Source: an optimization exercise on an open RTL-to-GDS flow (aim: small area and a short achievable clock period). Production flows keep margins and buffers that such runs may drop.
Function was not checked in any run shown here: the RTL went through the layout flow alone.
Power and IR drop assume default switching activity.

--- flow/config.mk ---
export PLATFORM = sky130hd
export DESIGN_NAME = output_timing
export DESIGN_NICKNAME = output_timing
export VERILOG_FILES = /design/flow/design.v
export SDC_FILE = /design/flow/constraint.sdc
export NUM_CORES = 4
export LEC_CHECK = 0
export CAP_MARGIN = 20
export CORE_MARGIN = 2
export CORE_UTILIZATION = 65
export SLEW_MARGIN = 20
--- flow/design.v ---
module output_timing#(
  parameter HFP_WIDTH=8,
  parameter HSW_WIDTH=4,
  parameter HBP_WIDTH=8,
  parameter HACTIVE_WIDTH=16,
  parameter DATA_WIDTH=8,
  parameter VFP_WIDTH=8,
  parameter VSW_WIDTH=4,
  parameter VBP_WIDTH=8,
  parameter VACTIVE_WIDTH=16
)(
  input                       clk,
  input                       rst_n,
  input                       sync_en,
  input                       hpol_i,
  input [HFP_WIDTH-1:0]       hfp_i,
  input [HSW_WIDTH-1:0]       hsw_i,
  input [HBP_WIDTH-1:0]       hbp_i,
  input [HACTIVE_WIDTH-1:0]   hactive_i,
  input [VFP_WIDTH-1:0]       vfp_i,
  input [VSW_WIDTH-1:0]       vsw_i,
  input [VBP_WIDTH-1:0]       vbp_i,
  input [VACTIVE_WIDTH-1:0]   vactive_i,
  input [DATA_WIDTH-1:0]      datar_i,
  input [DATA_WIDTH-1:0]      datag_i,
  input [DATA_WIDTH-1:0]      datab_i,
  output [DATA_WIDTH-1:0]     datar_o,
  output [DATA_WIDTH-1:0]     datag_o,
  output [DATA_WIDTH-1:0]     datab_o,
  output                      hsync_o,
  output                      vsync_o,
  output                      de_o
);
localparam [1:0] FP = 2'd0, SW = 2'd1, BP = 2'd2, POST = 2'd3;
localparam [1:0] PRE = 2'd0, ACT = 2'd1, END = 2'd2, UNR = 2'd3;
function [7:0] csa;
  input [7:0] fp;
  input [3:0] sw;
  input [7:0] bp;
  begin
    csa = {fp[3:0] ^ bp[3:0] ^ sw,
           (fp[3:0] & bp[3:0]) | (fp[3:0] & sw) | (bp[3:0] & sw)};
  end
endfunction
function eqk;
  input [7:0] sk;
  input [5:0] c;
  reg   [5:0] x, y, g;
  begin
    x   = {2'b00, sk[7:4]};
    y   = {1'b0, sk[3:0], 1'b0};
    g   = (x & y) | ((x | y) & ~c);
    eqk = ((x ^ y ^ c) == {g[4:0], 1'b0});
  end
endfunction
function [4:0] wrapinfo;
  input [7:0] sk;
  input       ff;
  reg   [5:0] n;
  begin
    n = {2'b00, sk[7:4]} + {1'b0, sk[3:0], 1'b0};
    wrapinfo = {ff & n[5], n[3:0]};
  end
endfunction
wire hfp_z = ~|hfp_i;
wire hsw_z = ~|hsw_i;
wire hbp_z = ~|hbp_i;
wire hfp_1 = (hfp_i == 8'd1);
wire hsw_1 = (hsw_i == 4'd1);
wire hbp_1 = (hbp_i == 8'd1);
wire hfp_2 = (hfp_i == 8'd2);
wire hsw_2 = (hsw_i == 4'd2);
wire hbp_2 = (hbp_i == 8'd2);
wire ha_z  = ~|hactive_i;
wire ha_1  = (hactive_i == 16'd1);
wire ha_2  = (hactive_i == 16'd2);
wire [7:0] hcs = csa(hfp_i, hsw_i, hbp_i);
wire       hff = (&hfp_i[7:4]) & (&hbp_i[7:4]);
reg       hff_r, hc0_r, hc1_r, hw33_r, hw34_r, ha_zr, ha_1r, ha_2r, hpfp_r, hpsw_r;
reg [7:0] hcs_r;
always @(posedge clk) begin
  hcs_r  <= hcs;
  hff_r  <= hff;
  hc0_r  <= (hff & eqk(hcs, 6'd32)) | (hfp_z & hsw_z & hbp_z);
  hc1_r  <= (hff & eqk(hcs, 6'd33)) | (hfp_1 & hsw_z & hbp_z) | (hfp_z & hsw_1 & hbp_z)
          | (hfp_z & hsw_z & hbp_1);
  hw33_r <= hff & eqk(hcs, 6'd33);
  hw34_r <= hff & eqk(hcs, 6'd34);
  ha_zr  <= ha_z;
  ha_1r  <= ha_1;
  ha_2r  <= ha_2;
  hpfp_r <= hsw_z & hbp_z;
  hpsw_r <= hbp_z;
end
wire [4:0] hwi   = wrapinfo(hcs_r, hff_r);
wire       hw_r  = hwi[4];
wire [3:0] hcw_r = hwi[3:0];
wire [1:0] he0_p = hc0_r ? (ha_zr ? END : ACT) : PRE;
wire       he0_l = hc0_r ? ha_1r : hw33_r;
wire [1:0] he1_p = hc0_r ? ((ha_zr | ha_1r) ? END : ACT)
                 : hc1_r ? (ha_zr ? END : ACT) : PRE;
wire       he1_l = hc0_r ? ha_2r : hc1_r ? ha_1r : hw34_r;
wire       he1_3 = !hc1_r;      
reg [1:0] hsp_r;
reg [7:0] hsk_r;     
reg       hsl_r;     
wire [1:0] hp0   = !hfp_z ? FP : !hsw_z ? SW : !hbp_z ? BP : POST;
wire [1:0] hp0n  = !hfp_z ? (!hsw_z ? SW : !hbp_z ? BP : POST)
                 : !hsw_z ? (!hbp_z ? BP : POST) : POST;
wire       hl0_1 = !hfp_z ? hfp_1 : !hsw_z ? hsw_1 : hbp_1;
wire       hl0_2 = !hfp_z ? hfp_2 : !hsw_z ? hsw_2 : hbp_2;
wire       hl0n1 = !hfp_z ? (!hsw_z ? hsw_1 : hbp_1) : hbp_1;
wire [1:0] hp1   = hl0_1 ? hp0n : hp0;
wire       hs1_3 = !hl0_1;
wire       hs1_l = hl0_1 ? hl0n1 : hl0_2;
wire [1:0] hsn = (hsp_r == FP) ? (!hsw_z ? SW : !hbp_z ? BP : POST)
               : (hsp_r == SW) ? (!hbp_z ? BP : POST) : POST;
wire       hsn_1 = (hsp_r == FP) ? (!hsw_z ? hsw_1 : hbp_1) : hbp_1;
wire       hsa_post = (hsp_r == POST)
                    | (hsl_r & ((hsp_r == BP) | ((hsp_r == FP) & hpfp_r) | ((hsp_r == SW) & hpsw_r)));
wire [7:0] hs_len = (hsp_r == FP) ? hfp_i : (hsp_r == SW) ? {4'd0, hsw_i} : hbp_i;
reg [1:0]  hep_r;
reg [15:0] hke_r;    
reg        hel_r;
wire        hunr  = (hep_r == UNR);
wire [1:0]  he_p  = hunr ? he1_p : hep_r;
wire        he_l  = hunr ? he1_l : hel_r;
wire [15:0] he_k  = {hke_r[15:2], hke_r[1] | hunr, hke_r[0] | (hunr & he1_3)};
wire h_reach_c = he_l | hsa_post;    
wire h_at_end  = (he_p == END);
wire h_end     = ((he_p == ACT) & he_l) | ((he_p == PRE) & h_reach_c & ha_zr);
always @(posedge clk) begin
  if (!rst_n | h_at_end) begin
    hsp_r <= hp1;
    hsk_r <= {6'd1, hs1_3};
    hsl_r <= hs1_l;
  end else if (!sync_en) begin
    hsp_r <= hp0;
    hsk_r <= 8'd2;
    hsl_r <= hl0_1;
  end else if (hsl_r) begin
    hsp_r <= hsn;
    hsk_r <= 8'd2;
    hsl_r <= hsn_1;
  end else begin
    hsk_r <= hsk_r + 8'd1;
    hsl_r <= (hsk_r == hs_len);
  end
end
always @(posedge clk) begin
  if (!rst_n) begin
    hep_r <= UNR;
    hke_r <= 16'd0;
  end else if (h_at_end) begin
    hep_r <= he1_p;
    hke_r <= {15'd1, he1_3};
    hel_r <= he1_l;
  end else if (!sync_en) begin
    hep_r <= he0_p;
    hke_r <= 16'd2;
    hel_r <= he0_l;
  end else if ((he_p == PRE) & h_reach_c) begin
    hep_r <= ha_zr ? END : ACT;
    hke_r <= 16'd2;
    hel_r <= ha_1r;
  end else if ((he_p == ACT) & he_l) begin
    hep_r <= END;
  end else begin
    hep_r <= he_p;
    hke_r <= he_k + 16'd1;
    hel_r <= (he_p == PRE) ? (hw_r & (he_k[3:0] == hcw_r)) : (he_k == hactive_i);
  end
end
reg hsync_r, de_r;
always @(posedge clk) begin
  hsync_r <= rst_n & sync_en & (hsp_r == SW);
  de_r    <= rst_n & sync_en & (he_p == ACT);
end
assign hsync_o = hsync_r;
assign de_o    = de_r;
wire vfp_z = ~|vfp_i;
wire vsw_z = ~|vsw_i;
wire vbp_z = ~|vbp_i;
wire vfp_1 = (vfp_i == 8'd1);
wire vsw_1 = (vsw_i == 4'd1);
wire vbp_1 = (vbp_i == 8'd1);
wire va_z  = ~|vactive_i;
wire va_1  = (vactive_i == 16'd1);
wire [1:0] vp0   = !vfp_z ? FP : !vsw_z ? SW : !vbp_z ? BP : POST;
wire       vl0_1 = !vfp_z ? vfp_1 : !vsw_z ? vsw_1 : vbp_1;
wire [7:0] vcs = csa(vfp_i, vsw_i, vbp_i);
wire       vff = (&vfp_i[7:4]) & (&vbp_i[7:4]);
reg       vff_r, vc0_r, vw33_r, va_zr, va_1r, vpfp_r, vpsw_r, vl0_1r;
reg [1:0] vp0_r;
reg [7:0] vcs_r;
always @(posedge clk) begin
  vcs_r  <= vcs;
  vff_r  <= vff;
  vc0_r  <= (vff & eqk(vcs, 6'd32)) | (vfp_z & vsw_z & vbp_z);
  vw33_r <= vff & eqk(vcs, 6'd33);
  va_zr  <= va_z;
  va_1r  <= va_1;
  vpfp_r <= vsw_z & vbp_z;
  vpsw_r <= vbp_z;
  vp0_r  <= vp0;
  vl0_1r <= vl0_1;
end
wire [4:0] vwi   = wrapinfo(vcs_r, vff_r);
wire       vw_r  = vwi[4];
wire [3:0] vcw_r = vwi[3:0];
wire [1:0] ve0_p = vc0_r ? (va_zr ? END : ACT) : PRE;
wire       ve0_l = vc0_r ? va_1r : vw33_r;
reg [1:0] vsp_r;
reg [7:0] vsk_r;
reg       vsl_r;
wire       vunr  = (vep_r == UNR);
wire [1:0] vsp_e = vunr ? vp0_r : vsp_r;
wire       vsl_e = vunr ? vl0_1r : vsl_r;
wire [7:0] vsk_e = {vsk_r[7:2], vsk_r[1] | vunr, vsk_r[0]};
wire [1:0] vsn = (vsp_e == FP) ? (!vsw_z ? SW : !vbp_z ? BP : POST)
               : (vsp_e == SW) ? (!vbp_z ? BP : POST) : POST;
wire       vsn_1 = (vsp_e == FP) ? (!vsw_z ? vsw_1 : vbp_1) : vbp_1;
wire       vsa_post = (vsp_e == POST)
                    | (vsl_e & ((vsp_e == BP) | ((vsp_e == FP) & vpfp_r) | ((vsp_e == SW) & vpsw_r)));
wire [7:0] vs_len = (vsp_e == FP) ? vfp_i : (vsp_e == SW) ? {4'd0, vsw_i} : vbp_i;
reg [1:0]  vep_r;
reg [15:0] vke_r;
reg        vel_r;
wire [1:0]  ve_p  = vunr ? ve0_p : vep_r;
wire        ve_l  = vunr ? ve0_l : vel_r;
wire [15:0] ve_k  = {vke_r[15:2], vke_r[1] | vunr, vke_r[0]};
wire v_reach_c = ve_l | vsa_post;
wire v_last    = (ve_p == END) | ((ve_p == ACT) & ve_l)
               | ((ve_p == PRE) & v_reach_c & va_zr);
always @(posedge clk) begin
  if (!rst_n | v_last) begin
    vsk_r <= 8'd0;
  end else if (h_end) begin
    if (vsl_e) begin
      vsp_r <= vsn;
      vsk_r <= 8'd2;
      vsl_r <= vsn_1;
    end else begin
      vsp_r <= vsp_e;
      vsk_r <= vsk_e + 8'd1;
      vsl_r <= (vsk_e == vs_len);
    end
  end
end
always @(posedge clk) begin
  if (!rst_n) begin
    vep_r <= UNR;
    vke_r <= 16'd0;
  end else if (v_last) begin
    vep_r <= UNR;
    vke_r <= 16'd0;
  end else if (h_end) begin
    if ((ve_p == PRE) & v_reach_c) begin
      vep_r <= ACT;
      vke_r <= 16'd2;
      vel_r <= va_1r;
    end else begin
      vep_r <= ve_p;
      vke_r <= ve_k + 16'd1;
      vel_r <= (ve_p == PRE) ? (vw_r & (ve_k[3:0] == vcw_r)) : (ve_k == vactive_i);
    end
  end
end
reg vsync_r;
always @(posedge clk) begin
  vsync_r <= rst_n & (vw_r ? (vsp_e != FP) : ((vsp_e == SW) | (ve_p == ACT)));
end
assign vsync_o = vsync_r;
reg [DATA_WIDTH-1:0] datar_r;
reg [DATA_WIDTH-1:0] datag_r;
reg [DATA_WIDTH-1:0] datab_r;
always @(posedge clk) begin
  if (!rst_n) begin
    datar_r <= {DATA_WIDTH{1'b0}};
    datag_r <= {DATA_WIDTH{1'b0}};
    datab_r <= {DATA_WIDTH{1'b0}};
  end else begin
    datar_r <= datar_i;
    datag_r <= datag_i;
    datab_r <= datab_i;
  end
end
assign datar_o = datar_r;
assign datag_o = datag_r;
assign datab_o = datab_r;
endmodule
--- flow/flow/run.sh ---
#!/bin/bash
# Standard ORFS layout, with plain buf_1 cells as the port buffers instead of
# the default delay-buffer cells, and timing repair aiming at 5.5 ns of setup
# slack.  Each tool's log is under orfs/logs/; make's output is in flow_make.log.
set -euo pipefail
bash standard.sh "BUFFER_PORTS_ARGS=-buffer_cell sky130_fd_sc_hd__buf_1" SETUP_SLACK_MARGIN=5.5 finish > flow_make.log 2>&1
--- flow/constraint.sdc ---
create_clock -name core_clock -period 8.0 [get_ports {clk}]
set_input_delay 1.6000 -clock core_clock [delete_from_list [all_inputs] [get_ports {clk}]]
set_output_delay 1.6000 -clock core_clock [all_outputs]
set_load 0.01 [all_outputs]
--- flow/standard.sh ---
#!/bin/bash
# synth_recipe.tcl (not shown) runs the flow's synth.tcl, then flattens the netlist and writes it again
# the make line also repeats each setting of config.mk as NAME=value (left out here)
make -C /OpenROAD-flow-scripts/flow DESIGN_CONFIG=/design/flow/config.mk WORK_HOME=/design/flow/orfs CLKGATE_MAP_FILE= SYNTH_SCRIPT=/design/flow/synth_recipe.tcl "${@:-finish}"
==> results of run 1 <==
cell type report:
type,count,area share
Clock inverter,10,0.01447
Tap cell,133,0.01944
Inverter,47,0.02061
Sequential cell,123,0.2977
Clock buffer,21,0.05875
Multi-Input combinational cell,548,0.4830
Timing Repair Buffer,155,0.1060
power by group:
| part | total [mW] | internal (mW) | switching [mW] |
|---|---|---|---|
| sequential | 0.661 | 0.642 | 0.0184 |
| combinational | 0.263 | 0.119 | 0.144 |
| clock | 0.801 | 0.509 | 0.292 |
logic make-up (layout without fill, tap and decap cells):
family                   Yosys count  count (layout)
AO/OA/AOI/OAI                    125             125
XOR/XNOR                          97              97
adder cells (fa/ha/maj)           25              25
buffers and inverters             77             233
flip-flops                       123             123
multiplexers                      17              17
AND/OR/NAND/NOR                  284             284
worst min path at each step:
| stage | from | endpoint | cells past startpoint |
|---|---|---|---|
| after detailed placement | vsk_r[1] | vsk_r[1] | 2 |
| after global routing | vsk_r[1] | vsk_r[1] | 2 |
| after floorplan | vsk_r[1] | vsk_r[1] | 2 |
| after CTS | vsk_r[1] | vsk_r[1] | 2 |
| after global placement | vsk_r[1] | vsk_r[1] | 2 |
| final | vsk_r[1] | vsk_r[1] | 2 |
stage by stage:
stage	util	hold WS (ns)	total power, mW	area (um^2)	cells
after detailed placement	0.7386	0.4583	0.8827	7286	978
final	0.8678	0.4596	1.725	8561	1037
after global routing	0.8678	0.4845	1.781	8561	1037
after global placement	0.7386	0.4516	0.8734	7286	978
after floorplan	-	0.4329	0.8160	6769	748
after CTS	0.8335	0.4667	1.696	8222	1020
registers in the layout, indices dropped and copies added (netlist names), 2 cells and up:
register and count:
vke_r 16, datag_r 8, hsp_r 2, hep_r 2, hsk_r 8, datab_r 8, vsp_r 2, hcs_r 8
vep_r 2, vp0_r 2, vsk_r 8, vcs_r 8, hke_r 16, datar_r 8
repair_timing:
action                     CTS  global route
setup endpoints to repair   74            78
gates cloned                 0             1
pin swaps                   14            21
setup buffers               11            16
hold endpoints to repair     0             0
gates resized for setup     78            45
metal layers:
layer  track usage  up-vias
li1              -     2942
met3       0.07236       59
met5             0        -
met2        0.5207      310
met1        0.3708     3005
met4        0.1114        0
worst max-delay path, stage by stage:
cell and delay, ns:
clkbuf_2 0.11, or4_4 0.55, nor4_4 0.37, buf_4 0.19, a22oi_1 0.08, o21ai_0 0.23, a41oi_1 0.07, a211oi_1 0.20
layout by cell type, fill, tap and decap left out, types with 4 or more instances in the layout:
cell	Yosys	routed
xnor2_1	42	40
nor4_1	18	16
o21ai_0	27	22
and3_1	12	11
buf_4	1	26
nand2_2	1	4
or4_1	7	4
buf_2	11	22
a22oi_1	8	8
nor3b_1	5	5
buf_6	0	14
or4b_1	4	4
nor3_1	18	17
o31ai_1	9	8
a21o_1	4	4
edfxtp_1	7	7
and2_1	32	32
nand3_1	23	23
fa_1	10	9
ha_1	15	12
clkbuf_16	0	20
dfxtp_1	116	103
nor2_1	76	74
xor2_1	55	55
a21oi_1	28	26
buf_1	1	83
a211oi_1	5	4
nand2b_1	7	6
nand4_1	24	24
mux2i_1	13	11
nand4b_1	4	4
mux2_2	4	4
a31oi_1	7	7
dfxtp_2	0	13
nand2_1	31	28
inv_1	47	45
==> impl_metrics.env, run 1 <==
export IMPL_fp_row_count=36
export IMPL_crit_type="in2reg"
export IMPL_min_period_ns=2.954
export IMPL_r2r_end="vsk_r[5]"
export IMPL_ys_ff_latch=123
export IMPL_irDropWorstVdd_v=0.0001302
export IMPL_pwr_density_cell_nw_per_um2=201.4
export IMPL_antenna_found_initial=0
export IMPL_critPathLaunchType="input pin"
export IMPL_leakage_nw=3.374
export IMPL_clock_path_buffers=2
export IMPL_place_hpwl_um=11590
export IMPL_postCtsHoldBufs=0
export IMPL_dr_wl_met3_um=1159
export IMPL_synth_area_um2=6665
export IMPL_synthArstFlopShare=0
export IMPL_muxShareOfSynthArea=0.02628
export IMPL_multi_input_area_um2=4135
export IMPL_reg2regPathDepth=6
export IMPL_routedLengthMet1_um=7514
export IMPL_syn_instance_count=748
export IMPL_synth_top_family_by_area="simple AND/OR/NAND/NOR gates"
export IMPL_clock_fmax_ghz=0.3385
export IMPL_grt_pass1_vias=5895
export IMPL_drv_slew=0
export IMPL_seq_area_um2=2549
export IMPL_clock_sinks=123
export IMPL_cts_root_buf="clkbuf_8"
export IMPL_clk_pin_slew_ns=0.06
export IMPL_dieArea_um2=11080
export IMPL_dr_first_iter_drc_count=469
export IMPL_worst_slew_pin_slew_ns=0.7726
export IMPL_arrival_ns=3.40
export IMPL_nNetsFinal=1017
export IMPL_slew_limit_headroom=0.4805
export IMPL_vias=6316
export IMPL_synth_ff_type="dfxtp_1"
export IMPL_start_util=0.6757
export IMPL_synth_avg_cell_area_um2=8.911
export IMPL_ant_nets=0
export IMPL_required_ns=8.44
export IMPL_dr_pass1_iters=5
export IMPL_hold_violations=0
export IMPL_grt_start_max_net_pins=36
export IMPL_routedWlPerCell_um=18.01
export IMPL_yosys_warnings=1
export IMPL_grt_overflow=0
export IMPL_crit_start="hbp_i[4]"
export IMPL_fin_skew_ns=0.008286
export IMPL_synthTopCellsByCount="dfxtp_1 (116), nor2_1 (76), xor2_1 (55)"
export IMPL_rsz0062_at_grt="yes"
export IMPL_yosys_area_share_simple=0.2307
export IMPL_synth_compound_area_frac=0.1314
export IMPL_io_pins=127
export IMPL_synth_top_cell_area_share=0.3484
export IMPL_path_max_fanout=3
export IMPL_numCtsBuffers=17
export IMPL_wl_met2_um=9492
export IMPL_core_um2=9864
export IMPL_outcome="complete, no violations"
export IMPL_syn_nets=873
export IMPL_regToRegStartpoint="hep_r[0]"
export IMPL_period_share=0.3692
export IMPL_synth_edf_count=7
export IMPL_grtUsageTotal=0.3038
export IMPL_top_layer="met4"
export IMPL_cp_end_kind="flop"
export IMPL_post_synth_num_cell_types=73
export IMPL_die_y_um=105.3
export IMPL_area_growth_pct=28.44
export IMPL_synth_area_top_cells="dfxtp_1 (35%), xor2_1 (7.2%), xnor2_1 (5.5%)"
export IMPL_cp_endpoint="hsl_r"
export IMPL_maxCapViolations=0
export IMPL_port_buffers=125
export IMPL_synth_top_area_cell="dfxtp_1"
export IMPL_r2r_slack_ns=5.61
export IMPL_nFillCells=520
export IMPL_cts_tree="built"
export IMPL_seq_area_frac_synth=0.3800
export IMPL_yosysMostFrequentCell="dfxtp_1"
export IMPL_tns_ns=0
export IMPL_htreeDepth=4
export IMPL_drive_gt1_frac=0.1980
export IMPL_totalWireLength_um=18680
export IMPL_via_per_inst=6.091
export IMPL_antenna_cells=0
export IMPL_die_w_um=105.3
export IMPL_synthAdderAreaFrac=0.05819
export IMPL_clk_insertion_delay_late_ns=0.53
export IMPL_dp_slack_ns=4.524
export IMPL_grt_pass1_wl_um=27290
export IMPL_synthXorXnorAreaFrac=0.1275
export IMPL_gp_congestion=0.9106
export IMPL_setup_violations=0
export IMPL_drcViolationCount=0
export IMPL_holdCritPathClass="reg2reg"
export IMPL_setup_ws_ns=5.046
==> run 2: changes to the inputs <==
==> flow/flow/run.sh (replaced) <==
#!/bin/bash
# Standard ORFS layout, with plain buf_2 cells as the port buffers instead of
# the default delay-buffer cells, and timing repair aiming at 5.2 ns of setup
# slack.  Each tool's log is under orfs/logs/; make's output is in flow_make.log.
set -euo pipefail
bash standard.sh "BUFFER_PORTS_ARGS=-buffer_cell sky130_fd_sc_hd__buf_2" SETUP_SLACK_MARGIN=5.2 finish > flow_make.log 2>&1
--- a/flow/config.mk
+++ b/flow/config.mk
@@ -9,3 +9,3 @@
 export CORE_MARGIN = 2
-export CORE_UTILIZATION = 65
+export CORE_UTILIZATION = 60
 export SLEW_MARGIN = 20
==> run 2 against run 1 <==
- still clean
- utilization decreased by 11 points
- clock skew fell by 0.00099 ns
- largest power group unchanged
- critical endpoint is now hsp_r[0]
- power decreased by 5.1%
- critical path type unchanged
- routed wire length shrank 15%
- final cell count is 0.96% lower
- count of clock-buffer cells in the layout decreased by 1
==> impl_metrics.env, run 2 <==
export IMPL_synth_edf_count=7
export IMPL_slew_limit_headroom=0.4594
export IMPL_area_growth_pct=23.99
export IMPL_yosys_warnings=1
export IMPL_period_share=0.3575
export IMPL_clock_path_buffers=2
export IMPL_syn_nets=873
export IMPL_clock_sinks=123
export IMPL_clock_fmax_ghz=0.3496
export IMPL_worst_slew_pin_slew_ns=0.8040
export IMPL_post_synth_num_cell_types=73
export IMPL_hold_violations=0
export IMPL_synthAdderAreaFrac=0.05819
export IMPL_cp_end_kind="flop"
export IMPL_synth_top_cell_area_share=0.3484
export IMPL_htreeDepth=4
export IMPL_start_util=0.6148
export IMPL_leakage_nw=3.445
export IMPL_die_y_um=109.4
export IMPL_fp_row_count=38
export IMPL_synth_compound_area_frac=0.1314
export IMPL_routedWlPerCell_um=15.53
export IMPL_clk_insertion_delay_late_ns=0.53
export IMPL_syn_instance_count=748
export IMPL_power_clock_fraction=0.449
export IMPL_p_seq_frac=0.403
export IMPL_final_instance_count_excl_fill=1027
export IMPL_required_ns=8.28
export IMPL_holdCritPathClass="reg2reg"
export IMPL_final_cell_mix="buf_2 (118), dfxtp_1 (114), nor2_1 (74)"
export IMPL_final_area_um2=8264
export IMPL_cts_tree="built"
export IMPL_wl_met2_um=7738
export IMPL_seq_area_frac_synth=0.3800
export IMPL_grtUsageTotal=0.2681
export IMPL_yosys_area_share_simple=0.2307
export IMPL_final_util=0.7624
export IMPL_numCtsBuffers=17
export IMPL_reg2regPathDepth=6
export IMPL_grt_pass1_vias=5482
export IMPL_setup_violations=0
export IMPL_p_comb_frac=0.148
export IMPL_min_period_ns=2.860
export IMPL_hold_path_depth=2
export IMPL_via_per_inst=5.727
export IMPL_tns_ns=0
export IMPL_core_um2=10840
export IMPL_die_w_um=109.4
export IMPL_switching_share=0.2543
export IMPL_synth_area_top_cells="dfxtp_1 (35%), xor2_1 (7.2%), xnor2_1 (5.5%)"
export IMPL_reg_top3="hke_r: 16 flops, vke_r: 16 flops"
export IMPL_synthXorXnorAreaFrac=0.1275
export IMPL_holdWs_ns=0.4692
export IMPL_dr_first_iter_drc_count=419
export IMPL_dr_pass1_iters=6
export IMPL_power_internal_mw=1.220
export IMPL_critPathLaunchType="input pin"
export IMPL_ys_ff_latch=123
export IMPL_crit_type="in2reg"
export IMPL_antenna_cells=0
export IMPL_muxShareOfSynthArea=0.02628
export IMPL_gp_congestion=0.8562
export IMPL_nFillCells=793
export IMPL_place_area_um2=7406
export IMPL_grt_overflow=0
export IMPL_port_buffers=125
export IMPL_synth_avg_cell_area_um2=8.911
export IMPL_dp_slack_ns=4.515
export IMPL_totalWireLength_um=15950
export IMPL_clk_pin_slew_ns=0.06
export IMPL_rsz0062_at_grt="yes"
export IMPL_synth_ff_type="dfxtp_1"
export IMPL_drv_slew=0
export IMPL_setup_ws_ns=5.140
export IMPL_layout_commonest_cell="buf_2"
export IMPL_drcViolationCount=0
export IMPL_maxCapViolations=0
export IMPL_nNetsFinal=1000
export IMPL_place_hpwl_um=11390
export IMPL_pwr_density_cell_nw_per_um2=198.0
export IMPL_synth_top_area_cell="dfxtp_1"
export IMPL_antenna_found_initial=0
export IMPL_fin_skew_ns=0.007298
export IMPL_grt_start_max_net_pins=36
export IMPL_io_pins=127
export IMPL_arrival_ns=3.14
export IMPL_yosysMostFrequentCell="dfxtp_1"
export IMPL_dpl_cell_count=985
export IMPL_dr_wl_met3_um=1008
export IMPL_cts_root_buf="clkbuf_8"
export IMPL_dieArea_um2=11970
export IMPL_p_sw_uw=416.0
export IMPL_path_max_fanout=3
export IMPL_finalPower_mw=1.636
export IMPL_synthArstFlopShare=0
export IMPL_grt_pass1_wl_um=25140
export IMPL_irDropWorstVdd_v=0.0001752
export IMPL_vias=5882
export IMPL_top_layer="met4"
export IMPL_drive_gt1_frac=0.2458
export IMPL_synth_top_family_by_area="simple AND/OR/NAND/NOR gates"
export IMPL_ant_nets=0
export IMPL_synth_area_um2=6665
export IMPL_outcome="complete, no violations"
export IMPL_routedLengthMet1_um=6924
export IMPL_synthTopCellsByCount="dfxtp_1 (116), nor2_1 (76), xor2_1 (55)"
[run 2: cell counts after synthesis]
No cell type changed its count.
[run 2: power groups by stage]
stage	logic [mW]	clock network [mW]	registers (mW)
5_1_grt	0.270	0.771	0.661
4_1_cts	0.230	0.745	0.658
2_1_floorplan	0.148	0	0.666
3_5_place_dp	0.218	0	0.671
6_report	0.243	0.735	0.659
3_3_place_gp	0.211	0	0.670
[run 2: what timing repair did]
| item | 4_1_cts | 5_1_grt |
|---|---|---|
| cloned | 0 | 0 |
| pin swaps | 10 | 16 |
| gates resized for setup | 14 | 28 |
| setup buffers | 6 | 5 |
| hold buffers | 0 | 0 |
| setup endpoints to repair | 26 | 33 |
[run 2: area by class of cell]
| cell class | count | area, um^2 | area share |
|---|---|---|---|
| multi-input combinational | 548 | 4029 | 0.4875 |
| sequential | 123 | 2535 | 0.3067 |
| timing repair buffer | 138 | 774.5 | 0.09372 |
| clock buffer | 20 | 456.7 | 0.05526 |
| inverter | 47 | 176.4 | 0.02135 |
| tap | 140 | 175.2 | 0.02120 |
| clock inverter | 11 | 117.6 | 0.01423 |
[run 2: critical path: stages]
cell and delay [ns]:
buf_6 0.10, or4_4 0.52, or4_4 0.48, nor2b_4 0.15, a32oi_1 0.09, o22a_1 0.19
[run 2: cells by family (layout without fill, tap and decap cells)]
kind of cell	Yosys count	after routing
xor gates and xnor gates	97	97
buffers and inverters	77	216
DFF	123	123
muxes	17	17
adders and majority gates	25	25
AOI/OAI and AO/OA	125	125
and+or+nand+nor	284	284
[run 2: path summary, 6_finish.rpt]
path,from,endpoint,slack [ns]
worst max-delay path,hfp_i[3],hsp_r[0],5.14
worst min-delay path,vsk_r[1],vsk_r[1],0.47
worst max register to register,hep_r[0],hke_r[7],5.38
worst min register to register,vsk_r[1],vsk_r[1],0.47
[run 2: metal layers]
layer / track usage / vias to the layer above
met5: 0 / -
met4: 0.1103 / 0
met3: 0.06046 / 34
met2: 0.4462 / 204
met1: 0.3358 / 2755
li1: - / 2889

## static timing again, ports no longer ideal
How much do the figures lean on ideal ports? The routed layouts below were timed once more, with nothing changed but the port constraints. Step 1, drivers: a clkbuf_16 drives clk and a buf_2 each remaining input, both assumed. Step 2 adds t to the input delays and takes it off the output delays; t is the mean of the earliest and latest rising clock arrival at the registers after step 1. Input paths then give back, and output paths get back, about the clock's delay inside the block. Slacks: ideal / step 1 / step 2; pairs: ideal / step 1.
run	t (ns)	setup WS [ns]	worst setup path at the end	slew at the worst register clock pin (ns)	pins driven straight from the clock port
run 1	0.566	5.046 / 5.047 / 4.481	input to register	0.06 / 0.06	1
run 2	0.558	5.140 / 5.139 / 4.581	input to register	0.06 / 0.06	1
After both steps setup and hold are still met in every run listed. The setup slack of run 1, which loses most, moves by +0.001 ns with the drivers and by -0.565 ns with both steps.
